This is an optimization exercise on Yosys and OpenROAD, whose aim is small area, not a production implementation.
Where RTL was checked, it was by simulation tests only, not by an equivalence proof against the original.
No driver is modelled on the clock port, so clocking that relies on it looks cheaper here than on a real chip.
No activity file was given, so power comes from the tool's default toggle rates.

==> build 91 <==
Design apb_slave_timer, start of the top module:
module apb_slave_timer(clk, rst,
			psel, penable, pwrite, paddr, pwdata, prdata,
			pready,
			irq);
clock: 5.0 ns
lec_check: 0
abc_area: 1
cap_margin: 20
core_margin: 2
core_utilization: 70
slew_margin: 20
standard.sh (not shown) runs the stock make flow with config.mk's settings and CLKGATE_MAP_FILE= SYNTH_SCRIPT=/design/flow/synth_recipe.tcl, a recipe that flattens the netlist after the stock synthesis.
==> flow/flow/run.sh <==
#!/bin/bash
# Own layout flow: the standard ORFS flow, except
#  - synthesis: the standard synthesis runs first (its registers, names and
#    cells are kept); then flow/gen_netlist.py writes the datapath as cells
#    with those register names, Yosys/ABC (flow/abc_area.script) maps the
#    remaining control logic, and that netlist replaces 1_2_yosys.v. If any
#    of this fails, the standard netlist is kept.
#  - port buffers of the smallest buffer cell;
#  - a clock tree of clkbuf_4 buffers, without dummy loads; flow/cts_hook.tcl
#    then swaps any clock buffer whose flip-flop clock pins see a slew above
#    OWN_CTS_MAX_SLEW for the next stronger one.
# Each tool's output goes to its own log file here (and ORFS's under orfs/logs).
set -euo pipefail
W=$PWD
PLAT=${FLOW_PLATFORM:-sky130hd}
RES=$W/orfs/results/$PLAT/apb_slave_timer/base
LOGS=$W/orfs/logs/$PLAT/apb_slave_timer/base
LIB=$FLOW_HOME/platforms/$PLAT/lib/sky130_fd_sc_hd__tt_025C_1v80.lib

bash standard.sh synth > "$W/make_synth.log" 2>&1
cp "$RES/1_2_yosys.v" "$W/standard_1_2_yosys.v"

own_ok=0
if python3 "$W/flow/gen_netlist.py" "$W/standard_1_2_yosys.v" "$W/mixed.v" > "$W/gen_netlist.log" 2>&1; then
  DU=$(grep -o -- '-dont_use [^ ]*' "$LOGS/1_2_yosys.log" | sort -u | tr '\n' ' ')
  sed -e "s|@LIB@|$LIB|g" -e "s|@MIXED@|$W/mixed.v|" -e "s|@ABC@|$W/flow/abc_area.script|" \
      -e "s|@DONTUSE@|$DU|" -e "s|@OUT@|$W/own_1_2_yosys.v|" "$W/flow/own_synth.ys.in" > "$W/own_synth.ys"
  if yosys -l "$W/own_synth.log" "$W/own_synth.ys" > /dev/null 2>&1; then
    own_ok=1
  fi
fi
echo "own synthesis used: $own_ok" | tee "$W/own_synth_used.txt"
if [[ $own_ok == 1 ]]; then
  cp "$W/own_1_2_yosys.v" "$RES/1_2_yosys.v"
  rm -f "$RES/1_synth.odb" "$RES/1_synth.sdc"
  bash standard.sh synth > "$W/make_synth2.log" 2>&1
fi

export BUFFER_PORTS_ARGS="-buffer_cell sky130_fd_sc_hd__buf_1"
export CTS_ARGS="-sink_clustering_enable -repair_clock_nets -dont_use_dummy_load -buf_list {sky130_fd_sc_hd__clkbuf_4}"
export PRE_CTS_TCL="$W/flow/cts_hook.tcl"
export OWN_CTS_MAX_SLEW=0.110
bash standard.sh > "$W/make_layout.log" 2>&1
==> flow/flow/abc_area.script <==
&get -n
&st
&dc2
&dch -f
&nf -a -p
&put
topo
Other scripts of this flow, unchanged in this note and not shown: flow/flow/cts_hook.tcl, flow/flow/gen_netlist.py, flow/flow/own_synth.ys.in
==> inputs of trial 18, as changes to build 91 <==
==> flow/flow/abc_area.script (replaced) <==
&get -n
&st
&dch -f
&nf -a
&put
topo
--- a/flow/config.mk
+++ b/flow/config.mk
@@ -8,5 +8,5 @@
 export ABC_AREA = 1
 export CAP_MARGIN = 20
 export CORE_MARGIN = 2
-export CORE_UTILIZATION = 70
+export CORE_UTILIZATION = 60
 export SLEW_MARGIN = 20
==> reports/results.ini <==
[critical_path]
crit_top_cell = ha_1
start_kind = register
crit_family = adder cells
r2r_slack_ns = 1.81
worst-path-buf-inv = 0
critPathKind = reg2reg
cp-endpoint = tmr_free_cnt[31]

[final_layout]
utilization = 0.814
syn2layout_area_growth_pct = 13.4
multi_input_area_mm2 = 0.00256

[floorplan]
die_area_mm2 = 0.00806
num_rows = 31

[status]
outcome = finished clean

[worst_hold_path]
min-delay-start = tmr_cnt_n[19]
holdPathEnd = prdata[19]

[power_and_ir_drop]
p_int_mw = 1.24
powerDensity_mw_per_mm2 = 274
ir_worst_vdd_mv = 0.258

[sta]
clock.fmax_mhz = 314

the above is filed under build 91

==> reports/results.ini <==
[power_and_ir_drop]
pg_clk_uw = 494
p_int_mw = 1.25
ir_worst_vdd_mv = 0.213
powerDensity_mw_per_mm2 = 275

[final_layout]
syn2layout_area_growth_pct = 14.2
utilization = 0.711
multi_input_area_mm2 = 0.00258

[yosys]
syn_inst = 446

[status]
outcome = finished clean

[floorplan]
die_area_mm2 = 0.00937

[worst_hold_path]
min-delay-start = tmr_cnt_n[26]

[clock_tree]
cts_tree = done

[sta]
clock.fmax_mhz = 309

[critical_path]
crit_family = simple AND/OR/NAND/NOR gates
start_kind = primary input
worst-path-buf-inv = 2
critPathKind = in2reg
cp-endpoint = tmr_cnt_n[0]

the above is filed under trial 18


==> job 984 <==
Another version of the RTL of apb_slave_timer (not shown whole).
Settings: LEC_CHECK=0, ABC_AREA=1, CAP_MARGIN=20, CORE_MARGIN=2, CORE_UTILIZATION=60, SLEW_MARGIN=20; clock period 5.0 ns.
==> flow/flow/run.sh <==
#!/bin/bash
# Own layout flow: the standard ORFS flow with
#  - an area-oriented ABC mapping script (flow/abc_area.script) for synthesis,
#    otherwise the standard synthesis (same registers, names and cells);
#  - port buffers of the smallest buffer cell;
#  - a clock tree of small clock buffers, without dummy loads;
#  - power (area) recovery after global routing.
# Each tool's output goes to the ORFS logs under orfs/logs and to the
# make logs written here.
set -euo pipefail
W=$PWD
rm -rf "$W/own_scripts"
cp -r "$FLOW_HOME/scripts" "$W/own_scripts"
cp "$W/flow/abc_area.script" "$W/own_scripts/abc_area.script"
SCRIPTS_DIR="$W/own_scripts" bash standard.sh synth > "$W/make_synth.log" 2>&1

export BUFFER_PORTS_ARGS="-buffer_cell sky130_fd_sc_hd__buf_1"
export CTS_ARGS="${OWN_CTS_ARGS:--sink_clustering_enable -repair_clock_nets -dont_use_dummy_load -buf_list {sky130_fd_sc_hd__clkbuf_4 sky130_fd_sc_hd__clkbuf_8}}"
export RECOVER_POWER=100
bash standard.sh > "$W/make_layout.log" 2>&1
==> flow/flow/abc_area.script <==
&get -n
&st
&dch -f
&nf -a
&put
topo
==> job 3814: changes against job 984 <==
--- a/flow/flow/run.sh
+++ b/flow/flow/run.sh
@@ -6,3 +6,3 @@
 #  - a clock tree of small clock buffers, without dummy loads;
-#  - power (area) recovery after global routing.
+#  - the ORFS defaults elsewhere.
 # Each tool's output goes to the ORFS logs under orfs/logs and to the
@@ -17,4 +17,3 @@
 export BUFFER_PORTS_ARGS="-buffer_cell sky130_fd_sc_hd__buf_1"
-export CTS_ARGS="${OWN_CTS_ARGS:--sink_clustering_enable -repair_clock_nets -dont_use_dummy_load -buf_list {sky130_fd_sc_hd__clkbuf_4 sky130_fd_sc_hd__clkbuf_8}}"
-export RECOVER_POWER=100
+export CTS_ARGS="${OWN_CTS_ARGS:--sink_clustering_enable -repair_clock_nets -dont_use_dummy_load -sink_clustering_size 30 -sink_clustering_max_diameter 200 -buf_list {sky130_fd_sc_hd__clkbuf_4 sky130_fd_sc_hd__clkbuf_8}}"
 bash standard.sh > "$W/make_layout.log" 2>&1
Settings changed: CORE_UTILIZATION 60 to 70.
==> qor summary <==
quantity	job 984	job 3814
Outcome	complete, but fails checks	finished clean
Reasons for failing layout checks	capacitance limit, slew limit	-
Clk slew on worst S/H paths	0.06 ns	0.07 ns
Non-filler cells, final	709	702
WP buf/inv	3	0
Switching power share of the total	22.5%	22.3%
Net switching power	397 uW	391 uW
Final period util	80.8%	60.4%
Full die area	9640 um2	8320 um2
DR WL met3	837 um	1280 um
M1 wire length	6250 um	5770 um
Startpoint of the lowest-slack hold path	tmr_cnt_n[30]	tmr_cnt_n[21]
CP endpoint	tmr_div[7]	tmr_cnt_n[31]
Placed wire-length estimate after detailed placement	8980 um	9440 um
Global routing usage summed across all routing layers	29.9%	36.0%
Final Worst Setup Slack	0.961 ns	1.98 ns
Worst-margin pin slew	1.99 ns	1.05 ns
Min Hold Slack	0.475 ns	0.478 ns
Final design utilization	70.8%	84.5%
Cell-internal power	1360 uW	1360 uW
Fraction of standard cell area that is sequential	42.7%	42.6%
No run of this note included a check of the RTL's function; only the layout flow was run.

==> inputs of v24 <==
Starting RTL as in the previous note.
==> module apb_slave_timer, before the edit <==
module apb_slave_timer(clk, rst,
			psel, penable, pwrite, paddr, pwdata, prdata,
			pready,
			irq);
	input	clk;
	input	rst;
	input	psel;
	input	penable;
	input	pwrite;
	input	[15:0] paddr;
	input	[31:0] pwdata;
	output	reg [31:0] prdata;
	output	reg pready;
	output	irq;
	localparam BLK = 8;
	reg	[1:0] tmr_cfg;
	reg	[31:0] tmr_cnt_n;	 
	reg	[31:0] tmr_div;
	reg	[31:0] tmr_free_cnt;
	wire	[31:0] tmr_cnt = ~tmr_cnt_n;
	assign irq = tmr_cfg[1];
	wire	wr = psel & penable & pwrite & ~|paddr[15:2];
	wire	w0 = wr & (paddr[1:0] == 2'd0);
	wire	w1 = wr & (paddr[1:0] == 2'd1);
	wire	w2 = wr & (paddr[1:0] == 2'd2);
	wire	w3 = wr & (paddr[1:0] == 2'd3);
	wire	ld1 = w1 & ~rst, kp1 = ~(w1 | rst);
	wire	ld2 = w2 & ~rst, kp2 = ~(w2 | rst);
	wire	ld3 = w3 & ~rst, kp3 = ~(w3 | rst);
	genvar i, k;
	wire	[32:0] fc;		 
	wire	[32/BLK:0] fbc;		 
	assign	fbc[0] = 1'b1;
	generate for (k = 0; k < 32/BLK; k = k + 1) begin : g_fb
		assign fbc[k+1] = fbc[k] & (&tmr_free_cnt[k*BLK +: BLK]);
		assign fc[k*BLK] = fbc[k];
		for (i = k*BLK; i < k*BLK + BLK - 1; i = i + 1) begin : g_fc
			assign fc[i+1] = fc[i] & tmr_free_cnt[i];
		end
	end endgenerate
	wire	[31:0] free_inc = tmr_free_cnt ^ fc[31:0];
	wire	[32:0] bc;
	wire	[32/BLK:0] bbc;
	assign	bbc[0] = tmr_cfg[0];
	generate for (k = 0; k < 32/BLK; k = k + 1) begin : g_bb
		assign bbc[k+1] = bbc[k] & (&tmr_cnt_n[k*BLK +: BLK]);
		assign bc[k*BLK] = bbc[k];
		for (i = k*BLK; i < k*BLK + BLK - 1; i = i + 1) begin : g_bc
			assign bc[i+1] = bc[i] & tmr_cnt_n[i];
		end
	end endgenerate
	wire	[31:0] cnt_dec = tmr_cnt ^ bc[31:0];
	wire	hit = bbc[32/BLK];	 
	wire	ld_en = w0 & ~tmr_cfg[0] & pwdata[0];
	wire	[31:0] cnt_nx = (cnt_dec | {32{ld_en}}) & (tmr_div | {32{~(hit | ld_en)}});
always	@(posedge clk) begin
	tmr_free_cnt <= ({32{ld3}} & pwdata) | ({32{kp3}} & free_inc);
	tmr_div <= ({32{ld2}} & pwdata) | ({32{kp2}} & tmr_div);
	tmr_cnt_n <= ~(({32{ld1}} & pwdata) | ({32{kp1}} & cnt_nx));
	if (rst)
		tmr_cfg <= 2'b00;
	else if (w0)
		tmr_cfg <= pwdata[1:0];
	else if (hit)
		tmr_cfg[1] <= 1'b1;
	pready <= psel & penable;
	case (paddr[1:0])
		2'd0: prdata <= {tmr_cnt[31:2], tmr_cfg};
		2'd1: prdata <= tmr_cnt;
		2'd2: prdata <= tmr_div;
		default: prdata <= tmr_free_cnt;
	endcase
end
endmodule
Settings: LEC_CHECK=0, ABC_AREA=1, CAP_MARGIN=20, CORE_MARGIN=2, CORE_UTILIZATION=60, SLEW_MARGIN=20; clock period 5.0 ns.
==> flow/flow/run.sh <==
#!/bin/bash
# Own layout flow: the standard ORFS flow with
#  - an area-oriented ABC mapping script (flow/abc_area.script) for synthesis,
#    otherwise the standard synthesis (same registers, names and cells);
#  - port buffers of the smallest buffer cell;
#  - a clock tree of small clock buffers, without dummy loads;
#  - the ORFS defaults elsewhere.
# Each tool's output goes to the ORFS logs under orfs/logs and to the
# make logs written here.
set -euo pipefail
W=$PWD
rm -rf "$W/own_scripts"
cp -r "$FLOW_HOME/scripts" "$W/own_scripts"
cp "$W/flow/abc_area.script" "$W/own_scripts/abc_area.script"
SCRIPTS_DIR="$W/own_scripts" bash standard.sh synth > "$W/make_synth.log" 2>&1

export BUFFER_PORTS_ARGS="-buffer_cell sky130_fd_sc_hd__buf_1"
export CTS_ARGS="${OWN_CTS_ARGS:--sink_clustering_enable -repair_clock_nets -dont_use_dummy_load -sink_clustering_size 30 -sink_clustering_max_diameter 200 -buf_list {sky130_fd_sc_hd__clkbuf_4 sky130_fd_sc_hd__clkbuf_8}}"
bash standard.sh > "$W/make_layout.log" 2>&1
Scripts as last shown in full above: flow/flow/abc_area.script
==> inputs of v13, as changes to v24 <==
==> flow/design.v (replaced) <==
module apb_slave_timer(clk, rst,
			psel, penable, pwrite, paddr, pwdata, prdata,
			pready,
			irq);
	input	clk;
	input	rst;
	input	psel;
	input	penable;
	input	pwrite;
	input	[15:0] paddr;
	input	[31:0] pwdata;
	output	reg [31:0] prdata;
	output	reg pready;
	output	irq;
	parameter INV_C = 1, INV_D = 0, INV_F = 0, INV_P = 0;
	reg	[1:0] tmr_cfg;
	reg	[31:0] cnt_q, div_q, free_q, prdata_q;
	wire	[31:0] tmr_cnt = cnt_q ^ {32{INV_C[0]}};
	wire	[31:0] tmr_div = div_q ^ {32{INV_D[0]}};
	wire	[31:0] tmr_free_cnt = free_q ^ {32{INV_F[0]}};
	always @* prdata = prdata_q ^ {32{INV_P[0]}};
	assign irq = tmr_cfg[1];
	wire	wr = psel & penable & pwrite & ~|paddr[15:2];
	wire	w0 = wr & (paddr[1:0] == 2'd0);
	wire	w1 = wr & (paddr[1:0] == 2'd1);
	wire	w2 = wr & (paddr[1:0] == 2'd2);
	wire	w3 = wr & (paddr[1:0] == 2'd3);
	wire	ld1 = w1 & ~rst, kp1 = ~(w1 | rst);
	wire	ld2 = w2 & ~rst, kp2 = ~(w2 | rst);
	wire	ld3 = w3 & ~rst, kp3 = ~(w3 | rst);
	wire	[32:0] fc;
	assign	fc[0] = 1'b1;
	genvar i;
	generate for (i = 0; i < 32; i = i + 1) begin : g_fc
		assign fc[i+1] = fc[i] & tmr_free_cnt[i];
	end endgenerate
	wire	[31:0] free_inc = tmr_free_cnt ^ fc[31:0];
	wire	[32:0] bc;
	assign	bc[0] = tmr_cfg[0];
	generate for (i = 0; i < 32; i = i + 1) begin : g_bc
		assign bc[i+1] = bc[i] & ~tmr_cnt[i];
	end endgenerate
	wire	[31:0] cnt_dec = tmr_cnt ^ bc[31:0];
	wire	hit = bc[32];
	wire	ld_en = w0 & ~tmr_cfg[0] & pwdata[0];
	wire	[31:0] cnt_nx = (cnt_dec | {32{ld_en}}) & (tmr_div | {32{~(hit | ld_en)}});
always	@(posedge clk) begin
	free_q <= {32{INV_F[0]}} ^ (({32{ld3}} & pwdata) | ({32{kp3}} & free_inc));
	div_q <= {32{INV_D[0]}} ^ (({32{ld2}} & pwdata) | ({32{kp2}} & tmr_div));
	cnt_q <= {32{INV_C[0]}} ^ (({32{ld1}} & pwdata) | ({32{kp1}} & cnt_nx));
	if (rst)
		tmr_cfg <= 2'b00;
	else if (w0)
		tmr_cfg <= pwdata[1:0];
	else if (hit)
		tmr_cfg[1] <= 1'b1;
	pready <= psel & penable;
	case (paddr[1:0])
		2'd0: prdata_q <= {32{INV_P[0]}} ^ {tmr_cnt[31:2], tmr_cfg};
		2'd1: prdata_q <= {32{INV_P[0]}} ^ tmr_cnt;
		2'd2: prdata_q <= {32{INV_P[0]}} ^ tmr_div;
		default: prdata_q <= {32{INV_P[0]}} ^ tmr_free_cnt;
	endcase
end
endmodule
==> flow/run.sh (new file) <==
#!/bin/bash
# synth_recipe.tcl (not shown) runs the flow's synth.tcl, then flattens the netlist and writes it again
# the make line also repeats each setting of config.mk as NAME=value (left out here)
make -C /OpenROAD-flow-scripts/flow DESIGN_CONFIG=/design/flow/config.mk WORK_HOME=/design/flow/orfs CLKGATE_MAP_FILE= SYNTH_SCRIPT=/design/flow/synth_recipe.tcl finish
--- a/flow/config.mk
+++ b/flow/config.mk
@@ -10,3 +10,4 @@
 export CORE_MARGIN = 2
-export CORE_UTILIZATION = 60
+export CORE_UTILIZATION = 70
+export CTS_BUF_LIST = sky130_fd_sc_hd__clkbuf_4 sky130_fd_sc_hd__clkbuf_8
 export SLEW_MARGIN = 20
removed: flow/flow/run.sh
removed: flow/flow/abc_area.script
removed: flow/standard.sh
==> notes <==
- Area after synthesis: v24 is lower than v13 (about 3.5%).
- v24 finished clean. v13 failed in 4_1_cts.
- In v24 the synthesized cell count is smaller than in v13, by about 24%.
No functional check of the RTL was part of any run of this note.

[port drivers added, routing unchanged]
How much do the figures lean on ideal ports? The routed layouts below were timed once more, with nothing changed but the port constraints.
Step 1 assumes that a clkbuf_16 drives the clock port and a buf_2 every other input.
Step 2 also shifts input and output timing later by t, the mid clock arrival at the registers, as if the neighbouring blocks saw the same clock.
Slacks: ideal ports / drivers / drivers and shift; pairs: ideal ports / drivers.
run	t (ns)	setup slack, ns	hold slack, ns	worst data-port slew with drivers (ns)
build 91	0.537	1.813 / 1.813 / 1.631	0.477 / 0.477 / 0.477	0.05
trial 18	0.537	1.760 / 1.773 / 1.236	0.442 / 0.442 / 0.442	0.05
job 984	0.452	0.961 / 0.971 / 0.519	0.475 / 0.475 / 0.475	0.03
job 3814	0.443	1.981 / 1.981 / 1.703	0.478 / 0.478 / 0.478	0.06
v24	0.456	1.926 / 1.926 / 1.708	0.474 / 0.474 / 0.474	0.03
For trial 18, which loses most, drivers alone change the setup slack by +0.013 ns; drivers and shift together by -0.524 ns.
